This is an optimization exercise on Yosys and OpenROAD, whose aim is small area and a short achievable clock period, not a production implementation.
At most, simulation tests tie the RTL to the original design; equivalence was not proved.
For runs 5 and 6, only the layout was checked, not whether the RTL still works.

==> flow/design.v, too long to show whole: its modules and the start of the top module <==
// module adder: 13 lines
// module multiplier: 41 lines
// module dividor: 891 lines
// module Verticle_Partition_ALU: 51 lines
module Verticle_Partition_ALU(
input [15:0] A, B,
input [2:0] op,
input clk,
input reset,
output reg [31:0] sol
    );
  // ...
==> flow/flow/run.sh <==
#!/bin/bash
# Standard layout (the standard.sh), with repair_timing aiming for
# 66 ns of setup slack instead of 0, so that it sizes the critical paths.
set -e
bash standard.sh SETUP_SLACK_MARGIN=66 finish > standard.log 2>&1
==> flow/standard.sh <==
#!/bin/bash
# synth_recipe.tcl (not shown) runs the flow's synth.tcl, then flattens the netlist and writes it again
# the make line also repeats each setting of config.mk as NAME=value (left out here)
make -C /OpenROAD-flow-scripts/flow DESIGN_CONFIG=/design/flow/config.mk WORK_HOME=/design/flow/orfs CLKGATE_MAP_FILE= SYNTH_SCRIPT=/design/flow/synth_recipe.tcl "${@:-finish}"
==> flow/config.mk <==
export PLATFORM = sky130hd
export DESIGN_NAME = Verticle_Partition_ALU
export DESIGN_NICKNAME = Verticle_Partition_ALU
export VERILOG_FILES = /design/flow/design.v
export SDC_FILE = /design/flow/constraint.sdc
export NUM_CORES = 4
export LEC_CHECK = 0
export CAP_MARGIN = 20
export CORE_MARGIN = 2
export CORE_UTILIZATION = 65
export PLACE_DENSITY = 0.75
export SLEW_MARGIN = 20
==> flow/constraint.sdc <==
create_clock -name core_clock -period 110.0 [get_ports {clk}]
set_input_delay 22.0000 -clock core_clock [delete_from_list [all_inputs] [get_ports {clk}]]
set_output_delay 22.0000 -clock core_clock [all_outputs]
set_load 0.01 [all_outputs]
==> impl_metrics.env, run 1 <==
export IMPL_status="finished clean"
export IMPL_crit_family="compound AO/OA/AOI/OAI gates"
export IMPL_pre_cts_ws_ns=66.77
export IMPL_num_antenna_cells=0
export IMPL_yosys_warnings=2
export IMPL_max_flop_register="sol"
export IMPL_ys_top_cells_by_area="fa_1 34%, ha_1 15%, and2_1 4.7%"
export IMPL_met3WireLength_um=10100
export IMPL_setup_viol=0
export IMPL_cp_max_fo=20
export IMPL_crit_path_start_kind="input pin"
export IMPL_seq_cells=32
export IMPL_async_flop_share_pct=0
export IMPL_firstDrtPassIters=8
export IMPL_yosys_area_share_simple_pct=16.6
export IMPL_max_freq_mhz=23.3
export IMPL_layout_non_clock_inverters=233
export IMPL_dr_wl_met2_um=29700
export IMPL_synth_seq_area_share_pct=3.24
export IMPL_crit_top_cell="ha_1"
export IMPL_hold_slack_ns=22.71
export IMPL_synth_top_cell_area_share_pct=34.4
export IMPL_taps=390
export IMPL_clkCellAreaFrac_pct=0.787
==> inputs of run 2 (changes only) <==
==> flow/run.sh (new file) <==
#!/bin/bash
# synth_recipe.tcl (not shown) runs the flow's synth.tcl, then flattens the netlist and writes it again
# the make line also repeats each setting of config.mk as NAME=value (left out here)
make -C /OpenROAD-flow-scripts/flow DESIGN_CONFIG=/design/flow/config.mk WORK_HOME=/design/flow/orfs CLKGATE_MAP_FILE= SYNTH_SCRIPT=/design/flow/synth_recipe.tcl finish
removed: flow/flow/run.sh
removed: flow/standard.sh
==> impl_metrics.env, run 2 <==
export IMPL_yosysMostFrequentCell="fa_1"
export IMPL_arrival_ns=43.76
export IMPL_io_buffers=68
export IMPL_cp_required_ns=110.17
export IMPL_dp_hpwl_um=58100
export IMPL_synth_seq_area_share_pct=3.24
export IMPL_period_needed_ns=43.59
export IMPL_critical_path_class="in -> reg"
export IMPL_cts_buffer_depth=2
export IMPL_cp_slowest_stage_delay_ns=0.84
export IMPL_stdcell_count=2657
export IMPL_tns_ns=0
export IMPL_ys_top_cells_by_area="fa_1 34%, ha_1 15%, and2_1 4.7%"
export IMPL_grt_start_max_net_pins=23
export IMPL_htree_levels=2
export IMPL_cp_max_fo=14
export IMPL_syn2layout_area_growth_pct=7.31
export IMPL_setup_viol=0
export IMPL_min_path_type="in -> reg"
export IMPL_synth_edff_count=0
export IMPL_syn_avg_cell_area_um2=8.94
export IMPL_wl_per_cell_um=27.2
export IMPL_core_um2=29800
export IMPL_crit_family="compound AO/OA/AOI/OAI gates"
export IMPL_grt_pass1_wl_um=109000
export IMPL_clk_pin_slew_ns=0.06
export IMPL_reg_largest_list="sol: 32 flops"
export IMPL_io_pins=69
export IMPL_period_share_pct=39.6
export IMPL_final_common_cell="fa_1"
export IMPL_ys_flop_type="dfxtp_1"
export IMPL_slew_violations=0
export IMPL_crit_buf_inv=8
export IMPL_async_flop_share_pct=0
export IMPL_maxCapViolations=0
export IMPL_utilization_pct=71.3
export IMPL_max_flop_register="sol"
export IMPL_ctsResizeCount=0
export IMPL_vias_per_cell=7.00
export IMPL_synth_top_area_cell="fa_1"
export IMPL_yosys_warnings=2
export IMPL_overflow=0
export IMPL_layout_drive_gt1_share_pct=4.72
export IMPL_die_h_um=179
export IMPL_drt_antenna_violating_nets=0
export IMPL_hold_path_depth=3
export IMPL_post_cts_buffers=0
export IMPL_firstDrtPassIters=7
export IMPL_place_congestion=1.09
export IMPL_nets=2885
export IMPL_grt_usage_pct=46.1
export IMPL_antenna_found_initial=0
export IMPL_status="finished clean"
export IMPL_synth_commonest_cells="340 x fa_1, 242 x ha_1, 233 x inv_1"
export IMPL_seq_area_um2=641
export IMPL_cts_tree="yes"
export IMPL_layout_common_cells="340 x fa_1, 242 x ha_1, 233 x inv_1"
export IMPL_syn_num_nets=2834
export IMPL_cts_sinks=32
export IMPL_slew_headroom_pct=20.2
export IMPL_crit_top_cell="ha_1"
export IMPL_multi_input_area_um2=18000
export IMPL_synthCells=2215
export IMPL_n_fill_cell=2267
export IMPL_synth_top_cell_area_share_pct=34.4
export IMPL_wl_um=72300
export IMPL_crit_path_start_kind="input pin"
export IMPL_dp_cells=2648
export IMPL_cts_buffers=5
export IMPL_vias=18600
export IMPL_worst_slew_pin_slew_ns=1.19
export IMPL_ys_types=89
export IMPL_max_freq_mhz=22.9
export IMPL_num_antenna_cells=0
export IMPL_clockRootBuffer="clkbuf_16"
export IMPL_rsz0062_at_grt="false"
export IMPL_ys_ff_latch=32
export IMPL_largest_register_ffs=32
export IMPL_cp_num_cells=69
export IMPL_hold_viol=0
export IMPL_rows=63
export IMPL_fp_dieW_um=179
export IMPL_dieArea_um2=31900
export IMPL_cp_end_kind="flip-flop"
export IMPL_ctsHoldBuffers=0
export IMPL_netlist_area_um2=19800
export IMPL_initial_utilization_pct=66.4
export IMPL_drc=0
export IMPL_grt_pass1_vias=18700
export IMPL_crit_slowest_cell="inv_1"
export IMPL_drt_iter0_markers=2297
-- run 2: cell counts after synthesis --
Identical to the previous run, type by type.
-- run 2: final cells by class --
class	count	share of cell area, %
multi-input cells	1876	84.8
repair buffers	118	4.97
inverters	233	4.12
flip-flops and latches	32	3.02
well taps	390	2.30
clock buffers	5	0.589
clock inverters	3	0.200
-- run 2: worst paths after layout --
check                    endpoint  from
setup / recovery  sol[13]$_DFF_P_  B[6]
hold / removal    sol[16]$_DFF_P_  A[0]
-- run 2: logic make-up (layout without fill, tap and decap cells) --
group                    count (synthesis)  in the layout  synth area share [%]
AO/OA/AOI/OAI                          524            524                  18.9
XOR/XNOR                               115            115                  5.09
adder cells (fa/ha/maj)                582            582                  49.7
buffers and inverters                  307            359                  5.99
flip-flops                              32             32                  3.24
multiplexers                            10             10                 0.518
AND/OR/NAND/NOR                        645            645                  16.6
-- run 2: through the flow --
step / hold WS [ns] / cell area [um^2] / setup WS (ns)
floorplan: 22.14 / 19800 / 71.57
global placement: 22.74 / 21100 / 67.40
detailed placement: 22.74 / 21100 / 66.77
CTS: 22.70 / 21200 / 67.01
global route: 22.75 / 21200 / 65.15
finish: 22.71 / 21200 / 66.41
-- run 2: metal layers --
| metal | global-route usage [%] | vias up | part of all wire, % |
|---|---|---|---|
| li1 | - | 7779 | - |
| met1 | 61.9 | 9025 | 38 |
| met2 | 67.0 | 1464 | 41 |
| met3 | 13.3 | 334 | 14 |
| met4 | 25.7 | 0 | 6.8 |
| met5 | 0 | - | 0 |
-- run 2: worst min-delay path, stage by stage --
cell and delay (ns):
clkdlybuf4s50_1 0.70, nand2_1 0.15, o21ai_0 0.08
==> inputs of run 3 (changes only) <==
==> flow/flow/run.sh (new file) <==
#!/bin/bash
# Standard layout (the standard.sh), with repair_timing aiming for
# 71 ns of setup slack instead of 0, so that it sizes the critical paths.
set -e
bash standard.sh SETUP_SLACK_MARGIN=71 finish > standard.log 2>&1
==> flow/standard.sh (new file) <==
#!/bin/bash
# synth_recipe.tcl (not shown) runs the flow's synth.tcl, then flattens the netlist and writes it again
# the make line also repeats each setting of config.mk as NAME=value (left out here)
make -C /OpenROAD-flow-scripts/flow DESIGN_CONFIG=/design/flow/config.mk WORK_HOME=/design/flow/orfs CLKGATE_MAP_FILE= SYNTH_SCRIPT=/design/flow/synth_recipe.tcl "${@:-finish}"
--- a/flow/config.mk
+++ b/flow/config.mk
@@ -7,6 +7,5 @@
 export LEC_CHECK = 0
 export CAP_MARGIN = 20
 export CORE_MARGIN = 2
-export CORE_UTILIZATION = 65
-export PLACE_DENSITY = 0.75
+export CORE_UTILIZATION = 40
 export SLEW_MARGIN = 20
removed: flow/run.sh
==> impl_metrics.env, run 3 <==
export IMPL_yosys_warnings=2
export IMPL_synth_seq_area_share_pct=3.24
export IMPL_wl_per_cell_um=26.2
export IMPL_overflow=0
export IMPL_synth_commonest_cells="340 x fa_1, 242 x ha_1, 233 x inv_1"
export IMPL_final_common_cell="fa_1"
export IMPL_clk_pin_slew_ns=0.05
export IMPL_grt_usage_pct=31.0
export IMPL_nets=2983
export IMPL_wl_um=79500
export IMPL_crit_slowest_cell="or4_1"
export IMPL_drc=0
export IMPL_largest_register_ffs=32
export IMPL_netlist_area_um2=19800
export IMPL_final_area_um2=23300
export IMPL_utilization_pct=47.7
export IMPL_tns_ns=0
export IMPL_layout_drive_gt1_share_pct=13.9
export IMPL_io_buffers=68
export IMPL_status="finished clean"
export IMPL_cts_sinks=32
export IMPL_pre_cts_ws_ns=66.63
export IMPL_cp_required_ns=110.18
export IMPL_ys_ff_latch=32
export IMPL_hold_viol=0
export IMPL_cp_end_kind="flip-flop"
export IMPL_max_freq_mhz=25.9
export IMPL_cp_slowest_stage_delay_ns=0.56
export IMPL_critical_path_class="in -> reg"
export IMPL_synth_top_area_cell="fa_1"
export IMPL_dp_cells=2930
export IMPL_setup_viol=0
export IMPL_ys_top_cells_by_area="fa_1 34%, ha_1 15%, and2_1 4.7%"
export IMPL_rows=81
export IMPL_synthCells=2215
export IMPL_async_flop_share_pct=0
export IMPL_crit_path_start_kind="input pin"
export IMPL_dieArea_um2=51300
export IMPL_synth_edff_count=0
export IMPL_place_congestion=1.01
export IMPL_stdcell_count=3029
export IMPL_fin_ws_ns=71.41
export IMPL_syn_avg_cell_area_um2=8.94
export IMPL_die_h_um=226
export IMPL_worst_slew_pin_slew_ns=1.13
export IMPL_crit_top_cell="ha_1"
export IMPL_initial_utilization_pct=40.5
export IMPL_antenna_found_initial=2
export IMPL_rsz0062_at_grt="false"
export IMPL_arrival_ns=38.77
export IMPL_synth_top_cell_area_share_pct=34.4
export IMPL_slew_headroom_pct=24.1
export IMPL_core_um2=48800
export IMPL_clockRootBuffer="clkbuf_16"
export IMPL_min_path_type="in -> reg"
export IMPL_htree_levels=2
export IMPL_io_pins=69
export IMPL_slew_violations=0
export IMPL_n_fill_cell=4748
export IMPL_firstDrtPassIters=5
export IMPL_vias_per_cell=6.12
export IMPL_reg_largest_list="sol: 32 flops"
export IMPL_period_needed_ns=38.59
export IMPL_max_flop_register="sol"
export IMPL_yosysMostFrequentCell="fa_1"
export IMPL_grt_pass1_wl_um=117000
export IMPL_period_share_pct=35.1
export IMPL_syn2layout_area_growth_pct=17.7
export IMPL_layout_common_cells="339 x fa_1, 231 x ha_1, 221 x inv_1"
export IMPL_grt_pass1_vias=18500
export IMPL_syn_num_nets=2834
export IMPL_fp_dieW_um=226
export IMPL_vias=18500
export IMPL_num_antenna_cells=0
export IMPL_cts_tree="yes"
export IMPL_cts_buffers=5
export IMPL_ys_flop_type="dfxtp_1"
export IMPL_grt_start_max_net_pins=23
export IMPL_ys_types=89
export IMPL_maxCapViolations=0
export IMPL_drt_iter0_markers=1964
export IMPL_dp_hpwl_um=62100
export IMPL_cp_max_fo=11
export IMPL_cts_buffer_depth=2
export IMPL_drt_antenna_violating_nets=0
export IMPL_placed_cell_area_um2=21500
run 3: cell counts after synthesis:
No cell type changed its count.
run 3: logic make-up (layout without fill, tap and decap cells):
kind of cell	count (synthesis)	after routing	synth area share [%]
XOR/XNOR	115	115	5.09
adder cells (fa/ha/maj)	582	582	49.7
AO/OA/AOI/OAI	524	525	18.9
flip-flops	32	32	3.24
AND/OR/NAND/NOR	645	646	16.6
buffers and inverters	307	455	5.99
multiplexers	10	10	0.518
run 3: layout make-up:
cell class	instances	area [um^2]	share of cell area, %
clock inverter	1	30.0	0.129
clock buffer	7	153	0.655
sequential	32	641	2.75
inverter	233	907	3.89
timing repair buffer	214	1940	8.32
multi-input combinational	1878	18800	80.7
tap	664	831	3.57
run 3: timing repair:
action / 4_1_cts / 5_1_grt
pin swaps: 13 / 24
gates resized for setup: 79 / 137
endpoints found under the setup margin: 16 / 16
hold buffers: 0 / 0
gates cloned: 0 / 3
setup buffers: 30 / 58
run 3: path summary, 6_finish.rpt:
path / start / end / slack (ns) / cells after the start
worst max-delay path: B[11] / sol[13]$_DFF_P_ / 71.41 / 67
worst min-delay path: B[0] / sol[0]$_DFF_P_ / 22.73 / 5
run 3: stage by stage:
step,hold WS [ns]
2_1_floorplan,22.14
3_3_place_gp,22.74
3_5_place_dp,22.74
4_1_cts,22.80
5_1_grt,22.76
6_report,22.73
run 3: critical path: cells and delay by family:
| kind | cells | cell delay (ns) |
|---|---|---|
| simple gates | 21 | 5.25 |
| mux | 2 | 0.54 |
| compound gates | 27 | 6.71 |
| buf+inv | 7 | 1.48 |
| fa+ha+maj | 9 | 2.54 |
| xor+xnor | 1 | 0.20 |
run 3: routing by layer:
layer / vias to the layer above / wire (um) / track usage, %
li1: 7976 / - / -
met1: 9401 / 34000 / 43.7
met2: 930 / 34300 / 47.4
met3: 234 / 7290 / 5.35
met4: 4 / 3940 / 12.0
met5: - / 23 / 0
==> inputs of run 4 (changes only) <==
==> flow/flow/run.sh (replaced) <==
#!/bin/bash
# Standard layout (the standard.sh), with repair_timing aiming for
# 68 ns of setup slack instead of 0, so that it sizes the critical paths.
set -e
bash standard.sh SETUP_SLACK_MARGIN=68 finish > standard.log 2>&1
==> impl_metrics.env, run 4 <==
export IMPL_grt_usage_pct=30.7
export IMPL_grt_start_max_net_pins=23
export IMPL_hold_viol=0
export IMPL_reg_largest_list="sol: 32 flops"
export IMPL_yosys_warnings=2
export IMPL_grt_pass1_wl_um=116000
export IMPL_tns_ns=0
export IMPL_syn_avg_cell_area_um2=8.94
export IMPL_min_path_type="in -> reg"
export IMPL_antenna_found_initial=2
export IMPL_netlist_area_um2=19800
export IMPL_yosysMostFrequentCell="fa_1"
export IMPL_initial_utilization_pct=40.5
export IMPL_die_h_um=226
export IMPL_synth_commonest_cells="340 x fa_1, 242 x ha_1, 233 x inv_1"
export IMPL_dp_hpwl_um=62100
export IMPL_cts_tree="yes"
export IMPL_synth_top_cell_area_share_pct=34.4
export IMPL_dieArea_um2=51300
export IMPL_max_freq_mhz=24.2
export IMPL_largest_register_ffs=32
export IMPL_layout_common_cells="340 x fa_1, 240 x ha_1, 228 x inv_1"
export IMPL_maxCapViolations=0
export IMPL_hold_path_depth=3
export IMPL_arrival_ns=41.42
export IMPL_wl_um=77600
export IMPL_ys_types=89
export IMPL_synthCells=2215
export IMPL_crit_top_cell="ha_1"
export IMPL_critical_path_class="in -> reg"
export IMPL_cts_buffers=5
export IMPL_worst_slew_pin_slew_ns=1.15
export IMPL_final_common_cell="fa_1"
export IMPL_synth_edff_count=0
export IMPL_core_um2=48800
export IMPL_pre_cts_ws_ns=66.63
export IMPL_vias=18000
export IMPL_setup_viol=0
export IMPL_n_fill_cell=4817
export IMPL_cp_slowest_stage_delay_ns=0.75
export IMPL_slew_violations=0
export IMPL_clk_pin_slew_ns=0.08
export IMPL_hold_start="A[0]"
export IMPL_fin_ws_ns=68.76
export IMPL_ys_flop_type="dfxtp_1"
export IMPL_nets=2904
export IMPL_async_flop_share_pct=0
export IMPL_place_congestion=1.01
export IMPL_crit_path_start_kind="input pin"
export IMPL_max_flop_register="sol"
export IMPL_clockRootBuffer="clkbuf_16"
export IMPL_grt_pass1_vias=18200
export IMPL_syn2layout_area_growth_pct=10.6
export IMPL_layout_drive_gt1_share_pct=6.61
export IMPL_crit_slowest_cell="o21ai_0"
export IMPL_syn_num_nets=2834
export IMPL_num_antenna_cells=0
export IMPL_period_share_pct=37.5
export IMPL_ctsHoldBuffers=0
export IMPL_firstDrtPassIters=6
export IMPL_fp_dieW_um=226
export IMPL_drc=0
export IMPL_drt_iter0_markers=2064
export IMPL_rsz0062_at_grt="false"
export IMPL_cts_sinks=32
export IMPL_ys_top_cells_by_area="fa_1 34%, ha_1 15%, and2_1 4.7%"
export IMPL_ys_ff_latch=32
export IMPL_wl_per_cell_um=26.3
export IMPL_synth_top_area_cell="fa_1"
export IMPL_htree_levels=2
export IMPL_cp_required_ns=110.18
export IMPL_holdPathEnd="sol[16]$_DFF_P_"
export IMPL_cp_end_kind="flip-flop"
export IMPL_overflow=0
export IMPL_drt_antenna_violating_nets=0
export IMPL_slew_headroom_pct=22.4
export IMPL_cts_buffer_depth=2
export IMPL_rows=81
export IMPL_period_needed_ns=41.24
export IMPL_status="finished clean"
export IMPL_cp_max_fo=20
export IMPL_io_pins=69
export IMPL_vias_per_cell=6.11
export IMPL_io_buffers=68
export IMPL_synth_seq_area_share_pct=3.24
## run 4: cell counts after synthesis
Identical to the previous run, type by type.
## run 4: per-layer routing
layer,track usage [%],vias up,wire (um)
met4,11.8,4,3350
met5,0,-,24
li1,-,7811,-
met3,5.31,186,7280
met2,46.9,899,33800
met1,43.4,9133,33100
## run 4: critical path, delay by kind of cell
kind	cells	cell delay (ns)
AO/OA/AOI/OAI	30	9.30
AND/OR/NAND/NOR	17	4.73
multiplexers	2	0.47
buffers and inverters	11	2.49
adder cells (fa/ha/maj)	8	2.34
## run 4: through the flow
step	hold slack (ns)	std cells	instance area, um^2	utilization, %
4_1_cts	22.80	2939	21700	44.4
5_1_grt	22.84	2950	21900	44.8
3_5_place_dp	22.74	2930	21500	44.0
3_3_place_gp	22.74	2930	21500	44.0
2_1_floorplan	22.14	2215	19800	-
6_report	22.77	2950	21900	44.8
## run 4: cell type report
| cell class | instances | area [um^2] | area share, % |
|---|---|---|---|
| flip-flops and latches | 32 | 641 | 2.93 |
| clock buffers | 7 | 153 | 0.697 |
| clock inverters | 1 | 30.0 | 0.137 |
| repair buffers | 135 | 1180 | 5.41 |
| multi-input cells | 1878 | 18200 | 83.0 |
| well taps | 664 | 831 | 3.80 |
| inverters | 233 | 890 | 4.06 |
## run 4: worst max-delay path by stage
stage               startpoint         endpoint  slack, ns
finish                    B[6]  sol[13]$_DFF_P_      68.76
global route              B[6]  sol[13]$_DFF_P_      68.06
CTS                       B[7]  sol[13]$_DFF_P_      68.10
detailed placement       B[14]  sol[13]$_DFF_P_      66.63
global placement          B[7]  sol[13]$_DFF_P_      66.95
floorplan                 B[1]  sol[11]$_DFF_P_      71.57
## run 4: repair_timing
action	CTS	global route
resized for setup	8	21
pin swaps	1	3
setup endpoints to repair	16	16
setup buffers	1	9
gates cloned	0	2
## run 4: logic make-up (layout without fill, tap and decap cells)
logic type      after synthesis  in the layout  synth area share [%]
buf+inv                     307            376                  5.99
xor+xnor                    115            115                  5.09
fa+ha+maj                   582            582                  49.7
simple gates                645            647                  16.6
compound gates              524            524                  18.9
mux                          10             10                 0.518
flops                        32             32                  3.24
==> module multiplier, before the edit <==
module multiplier(input [15:0] A, input [15:0] B, output [31:0] P);
    wire [31:0] S [0:15];
    wire [32:0] C [0:15];
    genvar i, j, k;
    generate
        for (k = 0; k < 32; k = k + 1) begin : r0
            if (k < 16) begin : in
                assign S[0][k] = A[k] & B[0];
            end else begin : out
                assign S[0][k] = 1'b0;
            end
        end
        assign C[0] = 33'd0;
        for (j = 1; j < 16; j = j + 1) begin : row
            for (k = 0; k < 33; k = k + 1) begin : col
                if (k < 32 && (k < j || k > j + 15)) begin : pass
                    assign S[j][k] = S[j-1][k];
                end
                if (k <= j || k > j + 16) begin : pc
                    assign C[j][k] = (k <= j) ? 1'b0 : C[j-1][k];
                end
                if (k >= j && k <= j + 15) begin : add
                    wire a = A[k-j] & B[j];
                    wire b = S[j-1][k];
                    wire c = C[j-1][k];
                    assign S[j][k]   = a ^ b ^ c;
                    assign C[j][k+1] = (a & b) | (a & c) | (b & c);
                end
            end
        end
        wire [16:0] rc;
        assign rc[0] = 1'b0;
        for (k = 0; k < 16; k = k + 1) begin : fin
            assign P[k] = S[15][k];
            wire a = S[15][k+16];
            wire b = C[15][k+16];
            assign P[k+16] = a ^ b ^ rc[k];
            assign rc[k+1] = (a & b) | (a & rc[k]) | (b & rc[k]);
        end
    endgenerate
endmodule
==> inputs of run 5 (changes only) <==
--- a/flow/design.v
+++ b/flow/design.v
@@ -36,8 +36,9 @@
                     wire a = A[k-j] & B[j];
                     wire b = S[j-1][k];
                     wire c = C[j-1][k];
-                    assign S[j][k]   = a ^ b ^ c;
-                    assign C[j][k+1] = (a & b) | (a & c) | (b & c);
+                    wire h = a ^ b;
+                    assign S[j][k]   = h ^ c;
+                    assign C[j][k+1] = (a & b) | (h & c);
                 end
             end
         end
@@ -47,8 +48,9 @@
             assign P[k] = S[15][k];
             wire a = S[15][k+16];
             wire b = C[15][k+16];
-            assign P[k+16] = a ^ b ^ rc[k];
-            assign rc[k+1] = (a & b) | (a & rc[k]) | (b & rc[k]);
+            wire h = a ^ b;
+            assign P[k+16] = h ^ rc[k];
+            assign rc[k+1] = (a & b) | (h & rc[k]);
         end
     endgenerate
 endmodule
==> impl_metrics.env, run 5 <==
export IMPL_arrival_ns=41.11
export IMPL_ys_top_cells_by_area="fa_1 35%, ha_1 16%, nand2_1 5.4%"
export IMPL_crit_slowest_cell="o21ai_0"
export IMPL_final_common_cell="fa_1"
export IMPL_min_path_type="in -> reg"
export IMPL_cts_buffers=5
export IMPL_wl_um=74100
export IMPL_htree_levels=2
export IMPL_tns_ns=0
export IMPL_worst_slew_pin_slew_ns=1.16
export IMPL_core_um2=47800
export IMPL_maxCapViolations=0
export IMPL_drt_iter0_markers=1211
export IMPL_rsz0062_at_grt="false"
export IMPL_vias_per_cell=6.17
export IMPL_antenna_found_initial=4
export IMPL_clk_pin_slew_ns=0.05
export IMPL_max_flop_register="sol"
export IMPL_clockRootBuffer="clkbuf_16"
export IMPL_synth_seq_area_share_pct=3.29
export IMPL_async_flop_share_pct=0
export IMPL_final_area_um2=21400
export IMPL_hold_path_depth=4
export IMPL_fp_dieW_um=225
export IMPL_overflow=0
export IMPL_status="finished clean"
export IMPL_yosysMostFrequentCell="fa_1"
export IMPL_slew_headroom_pct=22.4
export IMPL_largest_register_ffs=32
export IMPL_cts_sinks=32
export IMPL_setup_viol=0
export IMPL_firstDrtPassIters=6
export IMPL_cp_required_ns=110.14
export IMPL_dp_hpwl_um=60200
export IMPL_synth_commonest_cells="340 x fa_1, 280 x nand2_1, 242 x ha_1"
export IMPL_ys_types=84
export IMPL_place_congestion=1.04
export IMPL_pre_cts_ws_ns=66.32
export IMPL_cp_end_kind="flip-flop"
export IMPL_vias=17900
export IMPL_netlist_area_um2=19500
export IMPL_ys_ff_latch=32
export IMPL_initial_utilization_pct=40.7
export IMPL_cp_max_fo=15
export IMPL_period_share_pct=37.2
export IMPL_io_pins=69
export IMPL_crit_top_cell="ha_1"
export IMPL_ys_flop_type="dfxtp_1"
export IMPL_critical_path_class="in -> reg"
export IMPL_reg_largest_list="sol: 32 flops"
export IMPL_placed_cell_area_um2=21100
export IMPL_layout_common_cells="340 x fa_1, 280 x nand2_1, 241 x ha_1"
export IMPL_max_freq_mhz=24.4
export IMPL_wl_per_cell_um=25.5
export IMPL_io_buffers=68
export IMPL_syn2layout_area_growth_pct=10.1
export IMPL_slew_violations=0
export IMPL_cp_slowest_stage_delay_ns=0.57
export IMPL_dieArea_um2=50400
export IMPL_syn_avg_cell_area_um2=8.76
export IMPL_fin_ws_ns=69.04
export IMPL_rows=80
export IMPL_grt_start_max_net_pins=23
export IMPL_crit_path_start_kind="input pin"
export IMPL_grt_usage_pct=29.7
export IMPL_synth_top_cell_area_share_pct=35.0
export IMPL_synthCells=2221
export IMPL_cts_tree="yes"
export IMPL_drc=0
export IMPL_layout_drive_gt1_share_pct=6.42
export IMPL_period_needed_ns=40.96
export IMPL_die_h_um=225
export IMPL_yosys_warnings=2
export IMPL_synth_edff_count=0
export IMPL_drt_antenna_violating_nets=0
export IMPL_hold_viol=0
export IMPL_synth_top_area_cell="fa_1"
export IMPL_nets=2908
export IMPL_grt_pass1_wl_um=113000
export IMPL_grt_pass1_vias=18400
export IMPL_ctsHoldBuffers=0
export IMPL_cts_buffer_depth=2
export IMPL_syn_num_nets=2840
==> run 5: worst max-delay path: cells and delay by family <==
family	cells	cell delay [ns]
AOI/OAI and AO/OA	33	9.50
and+or+nand+nor	21	4.80
adders and majority gates	8	2.73
buffers and inverters	8	1.99
==> run 5: layer usage <==
| metal | wire, um | vias to the layer above | track usage, % |
|---|---|---|---|
| met1 | 28500 | 9021 | 36.4 |
| met5 | 13 | - | 0 |
| met3 | 5120 | 261 | 4.22 |
| met4 | 5460 | 2 | 17.1 |
| met2 | 35000 | 804 | 50.1 |
| li1 | - | 7830 | - |
==> run 5: cell type report <==
class	count	area, um^2
tap	615	769
fill	4782	26400
multi-input combinational	1888	17800
antenna	1	2.50
inverter	221	845
clock buffer	5	125
sequential	32	641
timing repair buffer	141	1230
clock inverter	2	12.5
==> run 5: path summary, 6_finish.rpt <==
kind,start,to,slack (ns)
hold / removal,op[0],sol[16]$_DFF_P_,22.71
setup / recovery,B[12],sol[6]$_DFF_P_,69.04
==> run 5: per-stage QoR <==
step / hold WS [ns] / instances / utilization (%)
after floorplan: 22.14 / 2221 / -
after global placement: 22.75 / 2890 / 44.1
after detailed placement: 22.74 / 2893 / 44.2
after CTS: 22.68 / 2903 / 44.6
after global routing: 22.73 / 2904 / 44.8
final: 22.71 / 2905 / 44.8
==> run 5: logic make-up (layout without fill, tap and decap cells) <==
logic type	count (synthesis)	in the layout	share of synthesized area, %
xor+xnor	115	115	5.17
buf+inv	301	369	5.91
flops	32	32	3.29
compound gates	552	552	19.7
fa+ha+maj	582	582	50.5
other cells	0	1	0
mux	3	3	0.167
simple gates	636	636	15.3
==> run 5: what timing repair did <==
| item | 4_1_cts | 5_1_grt |
|---|---|---|
| setup buffers | 3 | 1 |
| cloned | 0 | 0 |
| resized for setup | 6 | 26 |
| endpoints found under the setup margin | 16 | 16 |
| pin swaps | 2 | 1 |
==> module Verticle_Partition_ALU, before the edit <==
module Verticle_Partition_ALU(
input [15:0] A, B,
input [2:0] op,
input clk,
input reset,
output reg [31:0] sol
    );
    wire op_add = (op == 3'b000);
    wire op_sub = (op == 3'b001);
    wire op_mul = (op == 3'b010);
    wire op_shr = (op == 3'b011);
    wire op_shl = (op == 3'b100);
    wire op_mod = (op == 3'b101);
    wire op_div = (op == 3'b110);
    wire op_and = (op == 3'b111);
    wire [16:0] as;
    adder u_add (.A(A), .B(B), .sub(op_sub), .S(as));
    wire        sh   = op_shl | op_shr;
    wire [3:0]  sa   = op_shr ? (4'd0 - B[3:0]) : B[3:0];
    wire [15:0] mb   = sh ? (16'd1 << sa) : B;
    wire [31:0] p;
    multiplier u_mul (.A(A), .B(mb), .P(p));
    wire [15:0] q, r;
    dividor u_div (.A(A), .B(B), .Q(q), .R(r));
    wire b_lt16 = ~|B[15:4];
    wire b_lt32 = ~|B[15:5];
    wire s_zero = ~|B[3:0];
    wire b_nz   = ~(b_lt16 & s_zero);
    wire run    = ~reset;
    wire lo_as  = run & (op_add | op_sub);
    wire lo_plo = run & (op_mul | (op_shl & b_lt32 & ~B[4]) | (op_shr & b_lt16 & s_zero));
    wire lo_phi = run & op_shr & b_lt16 & ~s_zero;
    wire lo_r   = run & op_mod & b_nz;
    wire lo_q   = run & op_div & b_nz;
    wire lo_and = run & op_and;
    wire hi_add = run & op_add;
    wire hi_sub = run & op_sub & ~as[16];
    wire hi_phi = run & (op_mul | (op_shl & b_lt32 & ~B[4]));
    wire hi_plo = run & op_shl & b_lt32 & B[4];
    wire [31:0] d;
    assign d[15:0]  = ({16{lo_as}}  & as[15:0])
                    | ({16{lo_plo}} & p[15:0])
                    | ({16{lo_phi}} & p[31:16])
                    | ({16{lo_r}}   & r)
                    | ({16{lo_q}}   & q)
                    | ({16{lo_and}} & (A & B));
    assign d[16]    = (hi_add & as[16]) | hi_sub | (hi_phi & p[16]) | (hi_plo & p[0]);
    assign d[31:17] = {15{hi_sub}} | ({15{hi_phi}} & p[31:17]) | ({15{hi_plo}} & p[15:1]);
    always @(posedge clk)
        sol <= d;
endmodule
==> inputs of run 6 (changes only) <==
--- a/flow/design.v
+++ b/flow/design.v
@@ -991,7 +991,7 @@
                     | ({16{lo_phi}} & p[31:16])
                     | ({16{lo_r}}   & r)
                     | ({16{lo_q}}   & q)
-                    | ({16{lo_and}} & (A & B));
+                    | ({16{lo_and}} & (A & mb));    
     assign d[16]    = (hi_add & as[16]) | hi_sub | (hi_phi & p[16]) | (hi_plo & p[0]);
     assign d[31:17] = {15{hi_sub}} | ({15{hi_phi}} & p[31:17]) | ({15{hi_plo}} & p[15:1]);
     always @(posedge clk)
==> flow/flow/run.sh (replaced) <==
#!/bin/bash
# Standard layout (the standard.sh) with two changes:
#  - repair_timing aims for 68 ns of setup slack instead of 0, so that it
#    sizes the critical paths;
#  - the port buffers are sky130_fd_sc_hd__buf_1 (every port still gets one).
set -e
bash standard.sh SETUP_SLACK_MARGIN=68 "BUFFER_PORTS_ARGS=-buffer_cell sky130_fd_sc_hd__buf_1" finish > standard.log 2>&1
==> impl_metrics.env, run 6 <==
export IMPL_worst_slew_pin_slew_ns=1.08
export IMPL_syn_num_nets=2878
export IMPL_cp_end_kind="flip-flop"
export IMPL_nets=2941
export IMPL_rsz0062_at_grt="false"
export IMPL_cts_buffers=5
export IMPL_drt_antenna_violating_nets=0
export IMPL_worstSetupStartpoint="B[7]"
export IMPL_wl_um=75900
export IMPL_slew_violations=0
export IMPL_cts_sinks=32
export IMPL_grt_pass1_wl_um=114000
export IMPL_yosysMostFrequentCell="fa_1"
export IMPL_period_needed_ns=41.16
export IMPL_antenna_found_initial=2
export IMPL_ys_top_cells_by_area="fa_1 34%, ha_1 15%, nand2_1 5.1%"
export IMPL_placed_cell_area_um2=21000
export IMPL_initial_utilization_pct=40.4
export IMPL_crit_buf_inv=6
export IMPL_place_congestion=0.982
export IMPL_synth_top_area_cell="fa_1"
export IMPL_status="finished clean"
export IMPL_synth_seq_area_share_pct=3.25
export IMPL_ys_ff_latch=32
export IMPL_ys_flop_type="dfxtp_1"
export IMPL_slew_headroom_pct=28.1
export IMPL_syn2layout_area_growth_pct=8.03
export IMPL_fp_dieW_um=226
export IMPL_cts_buffer_depth=2
export IMPL_final_area_um2=21300
export IMPL_vias=18000
export IMPL_htree_levels=2
export IMPL_hold_start="op[0]"
export IMPL_dp_hpwl_um=61300
export IMPL_layout_common_cells="340 x fa_1, 265 x nand2_1, 249 x inv_1"
export IMPL_maxCapViolations=0
export IMPL_wl_per_cell_um=25.4
export IMPL_arrival_ns=41.30
export IMPL_dieArea_um2=51100
export IMPL_tns_ns=0
export IMPL_hold_path_depth=4
export IMPL_synthCells=2261
export IMPL_clockRootBuffer="clkbuf_16"
export IMPL_max_freq_mhz=24.3
export IMPL_hold_slack_ns=22.26
export IMPL_pre_cts_ws_ns=66.05
export IMPL_multi_input_area_um2=18000
export IMPL_firstDrtPassIters=6
export IMPL_hold_viol=0
export IMPL_drc=0
export IMPL_overflow=0
export IMPL_max_flop_register="sol"
export IMPL_n_fill_cell=4962
export IMPL_holdPathEnd="sol[16]$_DFF_P_"
export IMPL_rows=81
export IMPL_seq_area_um2=641
export IMPL_fin_ws_ns=68.84
export IMPL_vias_per_cell=6.03
export IMPL_core_um2=48800
export IMPL_final_common_cell="fa_1"
export IMPL_ctsHoldBuffers=0
export IMPL_synth_top_cell_area_share_pct=34.5
export IMPL_syn_avg_cell_area_um2=8.73
export IMPL_period_share_pct=37.4
export IMPL_critical_path_class="in -> reg"
export IMPL_cp_max_fo=15
export IMPL_grt_start_max_net_pins=26
export IMPL_synth_edff_count=0
export IMPL_min_path_type="in -> reg"
export IMPL_grt_pass1_vias=17900
export IMPL_drt_iter0_markers=2112
export IMPL_layout_drive_gt1_share_pct=6.15
export IMPL_netlist_area_um2=19700
export IMPL_ys_types=95
export IMPL_async_flop_share_pct=0
export IMPL_io_pins=69
export IMPL_cp_required_ns=110.14
export IMPL_die_h_um=226
export IMPL_crit_family="compound AO/OA/AOI/OAI gates"
export IMPL_reg_largest_list="sol: 32 flops"
export IMPL_crit_path_start_kind="input pin"
export IMPL_crit_slowest_cell="a2111oi_2"
export IMPL_grt_usage_pct=30.1
export IMPL_synth_commonest_cells="340 x fa_1, 266 x nand2_1, 251 x inv_1"
export IMPL_clk_pin_slew_ns=0.06
export IMPL_io_buffers=68
export IMPL_setup_viol=0
export IMPL_yosys_warnings=2
export IMPL_largest_register_ffs=32
export IMPL_cts_tree="yes"
export IMPL_cp_slowest_stage_delay_ns=0.63
==> run 6: changes by cell type after synthesis, moves of 13 or more <==
cell / before / now
nand2_1: 280 / 266
a211o_1: 19 / 6
o21ai_1: 19 / 5
inv_1: 221 / 251
nor3_1: 28 / 42
a22o_1: 4 / 17
==> run 6: area by class of cell <==
type | instances | area share [%]
multi-input cells | 1898 | 84.4
flip-flops and latches | 32 | 3.01
repair buffers | 133 | 3.49
diodes | 2 | 0.0235
clock buffers | 5 | 0.587
well taps | 664 | 3.90
inverters | 254 | 4.51
clock inverters | 3 | 0.0880
==> run 6: logic make-up (layout without fill, tap and decap cells) <==
family,count (synthesis),count (layout),synth area share (%)
and+or+nand+nor,650,650,15.4
adders and majority gates,580,580,49.7
AOI/OAI and AO/OA,547,547,19.8
buffers and inverters,331,395,6.44
xor gates and xnor gates,114,114,5.06
DFF,32,32,3.25
muxes,7,7,0.368
other,0,2,0
==> run 6: stage by stage <==
step,util [%],cells
after global placement,42.9,2972
final,43.6,2991
after global routing,43.6,2989
after floorplan,-,2261
after detailed placement,42.9,2972
after CTS,43.3,2980
==> run 6: timing repair <==
action | 4_1_cts | 5_1_grt
pin swaps | 0 | 2
resized for setup | 10 | 25
endpoints found under the setup margin | 16 | 16
setup buffers | 0 | 9
==> run 6: how the worst max path moves through the flow <==
stage,end,cells after the start
final,sol[15]$_DFF_P_,69
after global routing,sol[15]$_DFF_P_,77
after CTS,sol[15]$_DFF_P_,70
after detailed placement,sol[15]$_DFF_P_,70
after global placement,sol[15]$_DFF_P_,68
after floorplan,sol[15]$_DFF_P_,69
==> run 6: tightest hold or removal path, delay by kind of cell <==
family,cells,cell delay (ns)
buffers and inverters,1,0.19
xor gates and xnor gates,1,0.17
AOI/OAI and AO/OA,2,0.15
==> run 6: layer usage <==
layer	part of all wire, %	vias up	global-route usage (%)
met5	0	-	0
met4	3.7	0	8.62
met3	9.3	156	4.50
met2	43	925	46.6
met1	44	9031	43.4
li1	-	7935	-
==> inputs of run 7 (changes only) <==
--- a/flow/design.v
+++ b/flow/design.v
@@ -42,17 +42,82 @@
                 end
             end
         end
-        wire [16:0] rc;
-        assign rc[0] = 1'b0;
-        for (k = 0; k < 16; k = k + 1) begin : fin
+        for (k = 0; k < 16; k = k + 1) begin : lo
             assign P[k] = S[15][k];
-            wire a = S[15][k+16];
-            wire b = C[15][k+16];
-            wire h = a ^ b;
-            assign P[k+16] = h ^ rc[k];
-            assign rc[k+1] = (a & b) | (h & rc[k]);
         end
     endgenerate
+    wire [15:0] x = S[15][31:16];
+    wire [15:0] y = C[15][31:16];
+    wire [15:0] g = x & y;
+    wire [15:0] p = x ^ y;
+    wire G0 = g[1] | (p[1] & g[0]);
+    wire Q0 = p[1] & p[0];
+    wire G1 = g[3] | (p[3] & g[2]);
+    wire Q1 = p[3] & p[2];
+    wire G2 = g[5] | (p[5] & g[4]);
+    wire Q2 = p[5] & p[4];
+    wire G3 = g[7] | (p[7] & g[6]);
+    wire Q3 = p[7] & p[6];
+    wire G4 = g[9] | (p[9] & g[8]);
+    wire Q4 = p[9] & p[8];
+    wire G5 = g[11] | (p[11] & g[10]);
+    wire Q5 = p[11] & p[10];
+    wire G6 = g[13] | (p[13] & g[12]);
+    wire Q6 = p[13] & p[12];
+    wire G7 = g[15] | (p[15] & g[14]);
+    wire Q7 = p[15] & p[14];
+    wire G8 = G1 | (Q1 & G0);
+    wire Q8 = Q1 & Q0;
+    wire G9 = G3 | (Q3 & G2);
+    wire Q9 = Q3 & Q2;
+    wire G10 = G5 | (Q5 & G4);
+    wire Q10 = Q5 & Q4;
+    wire G11 = G7 | (Q7 & G6);
+    wire Q11 = Q7 & Q6;
+    wire G12 = G9 | (Q9 & G8);
+    wire Q12 = Q9 & Q8;
+    wire G13 = G11 | (Q11 & G10);
+    wire Q13 = Q11 & Q10;
+    wire G14 = G13 | (Q13 & G12);
+    wire Q14 = Q13 & Q12;
+    wire G15 = G10 | (Q10 & G12);
+    wire Q15 = Q10 & Q12;
+    wire G16 = G2 | (Q2 & G8);
+    wire Q16 = Q2 & Q8;
+    wire G17 = G4 | (Q4 & G12);
+    wire Q17 = Q4 & Q12;
+    wire G18 = G6 | (Q6 & G15);
+    wire Q18 = Q6 & Q15;
+    wire G19 = g[2] | (p[2] & G0);
+    wire Q19 = p[2] & Q0;
+    wire G20 = g[4] | (p[4] & G8);
+    wire Q20 = p[4] & Q8;
+    wire G21 = g[6] | (p[6] & G16);
+    wire Q21 = p[6] & Q16;
+    wire G22 = g[8] | (p[8] & G12);
+    wire Q22 = p[8] & Q12;
+    wire G23 = g[10] | (p[10] & G17);
+    wire Q23 = p[10] & Q17;
+    wire G24 = g[12] | (p[12] & G15);
+    wire Q24 = p[12] & Q15;
+    wire G25 = g[14] | (p[14] & G18);
+    wire Q25 = p[14] & Q18;
+    assign P[16] = p[0];
+    assign P[17] = p[1] ^ g[0];
+    assign P[18] = p[2] ^ G0;
+    assign P[19] = p[3] ^ G19;
+    assign P[20] = p[4] ^ G8;
+    assign P[21] = p[5] ^ G20;
+    assign P[22] = p[6] ^ G16;
+    assign P[23] = p[7] ^ G21;
+    assign P[24] = p[8] ^ G12;
+    assign P[25] = p[9] ^ G22;
+    assign P[26] = p[10] ^ G17;
+    assign P[27] = p[11] ^ G23;
+    assign P[28] = p[12] ^ G15;
+    assign P[29] = p[13] ^ G24;
+    assign P[30] = p[14] ^ G18;
+    assign P[31] = p[15] ^ G25;
 endmodule
 module dividor(
     input  [15:0] A,
==> flow/flow/run.sh (replaced) <==
#!/bin/bash
# Standard layout (the standard.sh) with two changes:
#  - repair_timing aims for 74 ns of setup slack instead of 0, so that it
#    sizes the critical paths;
#  - the port buffers are sky130_fd_sc_hd__buf_1 (every port still gets one).
set -e
bash standard.sh SETUP_SLACK_MARGIN=74 "BUFFER_PORTS_ARGS=-buffer_cell sky130_fd_sc_hd__buf_1" finish > standard.log 2>&1
==> impl_metrics.env, run 7 <==
export IMPL_status="finished clean"
export IMPL_tns_ns=0
export IMPL_maxCapViolations=0
export IMPL_dp_cells=2982
export IMPL_initial_utilization_pct=40.5
export IMPL_critical_path_class="in -> reg"
export IMPL_die_h_um=226
export IMPL_slew_violations=0
export IMPL_hold_slack_ns=22.34
export IMPL_vias=20000
export IMPL_drt_antenna_violating_nets=0
export IMPL_clockRootBuffer="clkbuf_16"
export IMPL_crit_slowest_cell="or4_4"
export IMPL_fp_dieW_um=226
export IMPL_layout_drive_gt1_share_pct=31.4
export IMPL_rows=81
export IMPL_yosys_warnings=2
export IMPL_grt_pass1_vias=20200
export IMPL_core_um2=48800
export IMPL_cts_buffers=5
export IMPL_io_buffers=68
export IMPL_cp_slowest_stage_delay_ns=0.51
export IMPL_clk_pin_slew_ns=0.06
export IMPL_cp_max_fo=8
export IMPL_syn_num_nets=2888
export IMPL_hold_start="op[0]"
export IMPL_hold_viol=0
export IMPL_grt_usage_pct=33.0
export IMPL_arrival_ns=36.75
export IMPL_period_share_pct=33.3
export IMPL_synth_seq_area_share_pct=3.24
export IMPL_nets=3278
export IMPL_vias_per_cell=6.02
export IMPL_place_congestion=1.04
export IMPL_max_flop_register="sol"
export IMPL_antenna_found_initial=2
export IMPL_setup_viol=0
export IMPL_crit_path_start_kind="input pin"
export IMPL_drt_iter0_markers=2203
export IMPL_max_freq_mhz=27.3
export IMPL_n_fill_cell=4306
export IMPL_ys_ff_latch=32
export IMPL_cp_required_ns=110.10
export IMPL_grt_start_max_net_pins=21
export IMPL_synthCells=2265
export IMPL_synth_top_cell_area_share_pct=33.8
export IMPL_syn_avg_cell_area_um2=8.74
export IMPL_min_path_type="in -> reg"
export IMPL_synth_top_area_cell="fa_1"
export IMPL_stdcell_count=3321
export IMPL_layout_common_cells="322 x fa_1, 317 x buf_4, 254 x nand2_1"
export IMPL_largest_register_ffs=32
export IMPL_ctsHoldBuffers=0
export IMPL_ys_types=91
export IMPL_synth_edff_count=0
export IMPL_dp_hpwl_um=62000
export IMPL_slew_headroom_pct=24.9
export IMPL_cts_tree="yes"
export IMPL_netlist_area_um2=19800
export IMPL_syn2layout_area_growth_pct=38.2
export IMPL_cts_buffer_depth=2
export IMPL_hold_path_depth=4
export IMPL_ys_top_cells_by_area="fa_1 34%, ha_1 16%, nand2_1 5.2%"
export IMPL_async_flop_share_pct=0
export IMPL_dieArea_um2=51300
export IMPL_firstDrtPassIters=8
export IMPL_period_needed_ns=36.65
export IMPL_cp_end_kind="flip-flop"
export IMPL_io_pins=69
export IMPL_worst_slew_pin_slew_ns=1.12
export IMPL_synth_commonest_cells="334 x fa_1, 272 x nand2_1, 252 x ha_1"
export IMPL_cts_sinks=32
export IMPL_wl_per_cell_um=25.7
export IMPL_yosysMostFrequentCell="fa_1"
export IMPL_reg_largest_list="sol: 32 flops"
export IMPL_wl_um=85400
export IMPL_grt_pass1_wl_um=126000
export IMPL_ys_flop_type="dfxtp_1"
export IMPL_final_common_cell="fa_1"
export IMPL_htree_levels=2
export IMPL_holdPathEnd="sol[16]$_DFF_P_"
export IMPL_overflow=0
export IMPL_drc=0
export IMPL_rsz0062_at_grt="true"
==> run 7: cell types whose count changed after synthesis, moves of 8 or more <==
cell,change
a21oi_1,-18
a222oi_1,+8
and2_1,+22
and3_1,-10
ha_1,+12
nor2_1,-21
nor3_1,-16
o21ai_1,+11
o22ai_1,+10
==> run 7: kinds of logic after synthesis <==
family,count (synthesis),synth area share (%)
AOI/OAI and AO/OA,569,20.4
xor gates and xnor gates,119,5.27
adders and majority gates,586,49.7
buffers and inverters,331,6.37
DFF,32,3.24
muxes,2,0.101
and+or+nand+nor,626,14.9
==> run 7: how the worst max path moves through the flow <==
stage                     depth (start not counted)   from  slack [ns]               to
after detailed placement                         67   B[9]       68.27   sol[0]$_DFF_P_
final                                            73   B[0]       73.35  sol[15]$_DFF_P_
after floorplan                                  72   B[1]       73.74  sol[15]$_DFF_P_
after global routing                             73   B[9]       73.00  sol[15]$_DFF_P_
after CTS                                        69  B[12]       73.74  sol[15]$_DFF_P_
after global placement                           68   B[9]       68.13   sol[0]$_DFF_P_
==> run 7: stage by stage <==
step / util (%) / instance area, um^2 / setup slack, ns
after floorplan: - / 20300 / 73.74
after global placement: 44.0 / 21500 / 68.13
after detailed placement: 44.1 / 21500 / 68.27
after CTS: 52.3 / 25600 / 73.74
after global routing: 56.0 / 27300 / 73.00
final: 56.0 / 27300 / 73.35
==> run 7: layout make-up <==
cell class              instances  area (um^2)  area share [%]
clock inverters                 1         30.0           0.110
multi-input cells            1910        21000            76.9
flip-flops and latches         32          641            2.34
diodes                          1         2.50         0.00915
inverters                     251          976            3.57
well taps                     664          831            3.04
clock buffers                   7          153           0.558
repair buffers                455         3680            13.5
==> run 7: worst max-delay path, delay by kind of cell <==
kind | cells | cell delay (ns)
compound gates | 36 | 7.30
xor+xnor | 2 | 0.32
fa+ha+maj | 10 | 2.67
buf+inv | 12 | 1.65
mux | 1 | 0.27
simple gates | 12 | 2.49
==> run 7: what timing repair did <==
item,CTS,global route
buffers inserted,233,86
endpoints found under the setup margin,16,16
pin swaps,139,134
cloned,10,1
resized for setup,378,202
==> run 7: routing by layer <==
metal | wire length (um) | share of wire [%] | GRT usage [%] | vias up
li1 | - | - | - | 8632
met1 | 35100 | 41 | 46.2 | 9993
met2 | 36100 | 42 | 49.4 | 1119
met3 | 9590 | 11 | 7.20 | 256
met4 | 4550 | 5.3 | 13.3 | 2
met5 | 13 | 0.015 | 0 | -
==> inputs of run 8 (changes only) <==
==> flow/flow/run.sh (replaced) <==
#!/bin/bash
# Standard layout (the standard.sh) with two changes:
#  - repair_timing aims for 71 ns of setup slack instead of 0, so that it
#    sizes the critical paths;
#  - the port buffers are sky130_fd_sc_hd__buf_1 (every port still gets one).
set -e
bash standard.sh SETUP_SLACK_MARGIN=71 "BUFFER_PORTS_ARGS=-buffer_cell sky130_fd_sc_hd__buf_1" finish > standard.log 2>&1
--- a/flow/config.mk
+++ b/flow/config.mk
@@ -7,5 +7,6 @@
 export LEC_CHECK = 0
 export CAP_MARGIN = 20
 export CORE_MARGIN = 2
-export CORE_UTILIZATION = 40
+export CORE_UTILIZATION = 70
+export PLACE_DENSITY = 0.72
 export SLEW_MARGIN = 20
==> impl_metrics.env, run 8 <==
export IMPL_status="finished clean"
export IMPL_drt_iter0_markers=3294
export IMPL_drt_antenna_violating_nets=0
export IMPL_htree_levels=2
export IMPL_max_freq_mhz=25.4
export IMPL_wl_per_cell_um=28.6
export IMPL_nets=2980
export IMPL_dieArea_um2=29600
export IMPL_grt_usage_pct=52.5
export IMPL_layout_drive_gt1_share_pct=10.6
export IMPL_synth_top_area_cell="fa_1"
export IMPL_ys_types=91
export IMPL_syn_avg_cell_area_um2=8.74
export IMPL_yosys_warnings=2
export IMPL_place_congestion=1.07
export IMPL_period_needed_ns=39.30
export IMPL_die_h_um=172
export IMPL_wl_um=78400
export IMPL_synth_top_cell_area_share_pct=33.8
export IMPL_fp_dieW_um=172
export IMPL_min_path_type="in -> reg"
export IMPL_pre_cts_ws_ns=67.16
export IMPL_synth_seq_area_share_pct=3.24
export IMPL_placed_cell_area_um2=20700
export IMPL_slew_violations=0
export IMPL_netlist_area_um2=19800
export IMPL_synth_commonest_cells="334 x fa_1, 272 x nand2_1, 252 x ha_1"
export IMPL_maxCapViolations=0
export IMPL_cp_end_kind="flip-flop"
export IMPL_dp_hpwl_um=59900
export IMPL_final_common_cell="fa_1"
export IMPL_core_um2=27800
export IMPL_synthCells=2265
export IMPL_hold_viol=0
export IMPL_rows=61
export IMPL_n_fill_cell=1808
export IMPL_overflow=0
export IMPL_firstDrtPassIters=12
export IMPL_vias=20100
export IMPL_io_buffers=68
export IMPL_synth_edff_count=0
export IMPL_cts_sinks=32
export IMPL_setup_viol=0
export IMPL_period_share_pct=35.7
export IMPL_syn2layout_area_growth_pct=10.2
export IMPL_rsz0062_at_grt="true"
export IMPL_cp_slowest_stage_delay_ns=0.52
export IMPL_clockRootBuffer="clkbuf_16"
export IMPL_async_flop_share_pct=0
export IMPL_arrival_ns=39.41
export IMPL_grt_pass1_vias=19900
export IMPL_crit_top_cell="buf_4"
export IMPL_ys_ff_latch=32
export IMPL_antenna_found_initial=6
export IMPL_cts_tree="yes"
export IMPL_crit_slowest_cell="a22oi_1"
export IMPL_ys_top_cells_by_area="fa_1 34%, ha_1 16%, nand2_1 5.2%"
export IMPL_layout_common_cells="334 x fa_1, 266 x nand2_1, 246 x ha_1"
export IMPL_syn_num_nets=2888
export IMPL_clk_pin_slew_ns=0.06
export IMPL_reg_largest_list="sol: 32 flops"
export IMPL_drc=0
export IMPL_yosysMostFrequentCell="fa_1"
export IMPL_worst_slew_pin_slew_ns=1.28
export IMPL_tns_ns=0
export IMPL_slew_headroom_pct=14.6
export IMPL_cp_required_ns=110.12
export IMPL_largest_register_ffs=32
export IMPL_cts_buffer_depth=2
export IMPL_cts_buffers=5
export IMPL_io_pins=69
export IMPL_cp_max_fo=12
export IMPL_hold_path_depth=4
export IMPL_holdPathEnd="sol[16]$_DFF_P_"
export IMPL_vias_per_cell=7.34
export IMPL_initial_utilization_pct=71.2
export IMPL_max_flop_register="sol"
export IMPL_grt_start_max_net_pins=23
export IMPL_crit_path_start_kind="input pin"
export IMPL_critical_path_class="in -> reg"
export IMPL_final_area_um2=21800
export IMPL_fin_ws_ns=70.70
export IMPL_grt_pass1_wl_um=114000
export IMPL_hold_start="op[0]"
export IMPL_ys_flop_type="dfxtp_1"
-- run 8: stage by stage --
stage                     hold WS (ns)  util [%]  instances
after floorplan                  22.25         -       2265
after global placement           22.39      74.4       2688
after detailed placement         22.39      74.4       2688
after CTS                        22.28      76.5       2713
after global routing             22.35      78.5       2739
final                            22.33      78.5       2742
-- run 8: area by class of cell --
class	count	area, um^2	area share [%]
diodes	6	15.0	0.0688
clock buffers	8	146	0.671
inverters	251	972	4.46
multi-input cells	1903	18500	85.0
repair buffers	164	1020	4.70
well taps	378	473	2.17
flip-flops and latches	32	641	2.94
-- run 8: per-layer routing --
metal	track usage [%]	wire length, um	share of wire (%)
met5	1.91	0	0
met4	37.9	7740	9.9
met3	22.4	13300	17
met2	76.2	31600	40
met1	62.2	25800	33
-- run 8: worst max-delay path by stage --
stage / start / endpoint / slack [ns] / cells after the start
floorplan: B[1] / sol[13]$_DFF_P_ / 71.42 / 68
global placement: B[8] / sol[6]$_DFF_P_ / 67.50 / 71
detailed placement: B[8] / sol[6]$_DFF_P_ / 67.16 / 71
CTS: B[7] / sol[14]$_DFF_P_ / 71.02 / 76
global route: B[1] / sol[14]$_DFF_P_ / 70.44 / 72
finish: B[8] / sol[14]$_DFF_P_ / 70.70 / 77
-- run 8: kinds of logic (layout without fill, tap and decap cells) --
kind of cell	Yosys count	count (layout)	share of synthesized area, %
simple gates	626	626	14.9
mux	2	2	0.101
xor+xnor	119	119	5.27
compound gates	569	570	20.4
buf+inv	331	423	6.37
fa+ha+maj	586	586	49.7
flops	32	32	3.24
other cells	0	6	0
-- run 8: repair_timing --
item,4_1_cts,5_1_grt
hold buffers,0,0
setup buffers,17,22
pin swaps,14,17
setup endpoints to repair,16,16
gates cloned,0,1
resized for setup,76,77
-- run 8: critical path, delay by kind of cell --
kind / cells / cell delay (ns)
compound gates: 39 / 8.79
simple gates: 17 / 3.55
fa+ha+maj: 9 / 2.86
buf+inv: 12 / 2.16
==> inputs of run 9 (changes only) <==
--- a/flow/config.mk
+++ b/flow/config.mk
@@ -7,6 +7,5 @@
 export LEC_CHECK = 0
 export CAP_MARGIN = 20
 export CORE_MARGIN = 2
-export CORE_UTILIZATION = 70
-export PLACE_DENSITY = 0.72
+export CORE_UTILIZATION = 50
 export SLEW_MARGIN = 20
==> impl_metrics.env, run 9 <==
export IMPL_ctsHoldBuffers=0
export IMPL_cp_slowest_stage_delay_ns=0.54
export IMPL_io_pins=69
export IMPL_drt_iter0_markers=1625
export IMPL_die_h_um=203
export IMPL_final_area_um2=22100
export IMPL_core_um2=38800
export IMPL_cp_max_fo=16
export IMPL_syn2layout_area_growth_pct=11.8
export IMPL_vias_per_cell=6.37
export IMPL_worst_slew_pin_slew_ns=1.20
export IMPL_drc=0
export IMPL_crit_slowest_cell="or4_1"
export IMPL_grt_start_max_net_pins=23
export IMPL_place_congestion=1.03
export IMPL_ys_flop_type="dfxtp_1"
export IMPL_crit_family="compound AO/OA/AOI/OAI gates"
export IMPL_crit_buf_inv=9
export IMPL_cp_required_ns=110.18
export IMPL_stdcell_count=2894
export IMPL_ys_types=91
export IMPL_layout_common_cells="334 x fa_1, 264 x nand2_1, 249 x ha_1"
export IMPL_initial_utilization_pct=51.0
export IMPL_clk_pin_slew_ns=0.06
export IMPL_dieArea_um2=41200
export IMPL_rows=72
export IMPL_arrival_ns=38.59
export IMPL_io_buffers=68
export IMPL_yosys_warnings=2
export IMPL_max_flop_register="sol"
export IMPL_vias=18400
export IMPL_setup_viol=0
export IMPL_grt_pass1_vias=18700
export IMPL_hold_viol=0
export IMPL_grt_pass1_wl_um=118000
export IMPL_crit_path_start_kind="input pin"
export IMPL_min_path_type="in -> reg"
export IMPL_drt_antenna_violating_nets=0
export IMPL_synth_commonest_cells="334 x fa_1, 272 x nand2_1, 252 x ha_1"
export IMPL_antenna_found_initial=3
export IMPL_async_flop_share_pct=0
export IMPL_cts_buffer_depth=2
export IMPL_fp_dieW_um=203
export IMPL_cts_tree="yes"
export IMPL_ys_top_cells_by_area="fa_1 34%, ha_1 16%, nand2_1 5.2%"
export IMPL_netlist_area_um2=19800
export IMPL_nets=2997
export IMPL_htree_levels=2
export IMPL_overflow=0
export IMPL_synthCells=2265
export IMPL_ys_ff_latch=32
export IMPL_synth_seq_area_share_pct=3.24
export IMPL_period_share_pct=34.9
export IMPL_cts_buffers=5
export IMPL_grt_usage_pct=38.5
export IMPL_dp_hpwl_um=62500
export IMPL_slew_violations=0
export IMPL_dp_cells=2840
export IMPL_maxCapViolations=0
export IMPL_reg_largest_list="sol: 32 flops"
export IMPL_cts_sinks=32
export IMPL_syn_avg_cell_area_um2=8.74
export IMPL_placed_cell_area_um2=20900
export IMPL_tns_ns=0
export IMPL_final_common_cell="fa_1"
export IMPL_yosysMostFrequentCell="fa_1"
export IMPL_clockRootBuffer="clkbuf_16"
export IMPL_syn_num_nets=2888
export IMPL_slew_headroom_pct=19.1
export IMPL_crit_top_cell="ha_1"
export IMPL_max_freq_mhz=26.0
export IMPL_wl_per_cell_um=27.1
export IMPL_cp_end_kind="flip-flop"
export IMPL_firstDrtPassIters=8
export IMPL_critical_path_class="in -> reg"
export IMPL_largest_register_ffs=32
export IMPL_period_needed_ns=38.41
export IMPL_status="finished clean"
export IMPL_synth_top_area_cell="fa_1"
export IMPL_synth_edff_count=0
export IMPL_hold_slack_ns=22.26
export IMPL_wl_um=78300
export IMPL_synth_top_cell_area_share_pct=33.8
export IMPL_layout_drive_gt1_share_pct=11.0
export IMPL_rsz0062_at_grt="false"
-- run 9: cell families after synthesis --
kind of cell	Yosys count	synth area share [%]
muxes	2	0.101
xor gates and xnor gates	119	5.27
and+or+nand+nor	626	14.9
DFF	32	3.24
adders and majority gates	586	49.7
buffers and inverters	331	6.37
AOI/OAI and AO/OA	569	20.4
-- run 9: cell type report --
cell class              count  area, um^2
well taps                 518         648
fillers                  3593       16700
clock buffers               7         153
clock inverters             1        30.0
inverters                 251         968
flip-flops and latches     32         641
diodes                      1        2.50
repair buffers            182        1170
multi-input cells        1902       18500
-- run 9: path summary, 6_finish.rpt --
check | slack, ns | from | endpoint | depth (start not counted)
hold / removal | 22.26 | op[0] | sol[16]$_DFF_P_ | 4
setup / recovery | 71.59 | B[3] | sol[10]$_DFF_P_ | 68
-- run 9: timing repair --
action / 4_1_cts / 5_1_grt
pin swaps: 10 / 13
resized for setup: 86 / 66
setup endpoints to repair: 16 / 16
buffers inserted: 17 / 25
gates cloned: 0 / 0
-- run 9: metal layers --
metal	GRT usage (%)	part of all wire [%]	wire length (um)
met5	0	0.014	11
met1	54.2	42	32800
met2	57.8	43	33400
met3	7.00	10	8030
met4	17.4	5.2	4070
-- run 9: per-stage QoR --
step                      setup slack (ns)  util, %
after floorplan                      71.42        -
after global placement               66.44     53.9
after detailed placement             65.99     53.9
after CTS                            71.00     55.7
after global routing                 70.88     57.0
final                                71.59     57.0

afterwards: timing with drivers on the ports:
Ports are ideal in the flow. The routed layouts listed here were re-timed in OpenROAD.
Step 1: set_driving_cell puts a clkbuf_16 on clk and a buf_2 on each other input, an assumption about the parent block.
Step 2 times the ports against the registers' clock, not the clock port: input delays grow and output delays shrink by t, the midpoint of the rising clock arrivals with the driver on.
a / b / c = no drivers / after step 1 / after step 2; a / b = the first two.
run	shift t [ns]	setup slack, ns	worst setup path at the end	clock arrival spread, ns	worst register clock-pin slew, ns
run 1	0.321	67.130 / 67.137 / 66.816	input to register	0.013 / 0.012	0.07 / 0.07
run 2	0.318	66.406 / 66.418 / 66.100	input to register	0.012 / 0.012	0.06 / 0.06
run 3	0.348	71.409 / 71.434 / 71.086	input to register	0.022 / 0.022	0.08 / 0.08
run 4	0.349	68.761 / 68.792 / 68.443	input to register	0.020 / 0.021	0.08 / 0.08
run 5	0.308	69.037 / 69.040 / 68.731	input to register	0.008 / 0.007	0.06 / 0.06
run 6	0.322	68.845 / 68.860 / 68.539	input to register	0.013 / 0.013	0.07 / 0.07
run 7	0.325	73.351 / 73.359 / 73.034	input to register	0.008 / 0.008	0.06 / 0.06
run 8	0.317	70.705 / 70.714 / 70.397	input to register	0.010 / 0.010	0.06 / 0.06
run 9	0.325	71.588 / 71.602 / 71.277	input to register	0.007 / 0.007	0.06 / 0.06
After both steps every run listed still meets setup and hold. The setup slack of run 3, which loses most, moves by +0.025 ns with the drivers and by -0.323 ns with both steps.
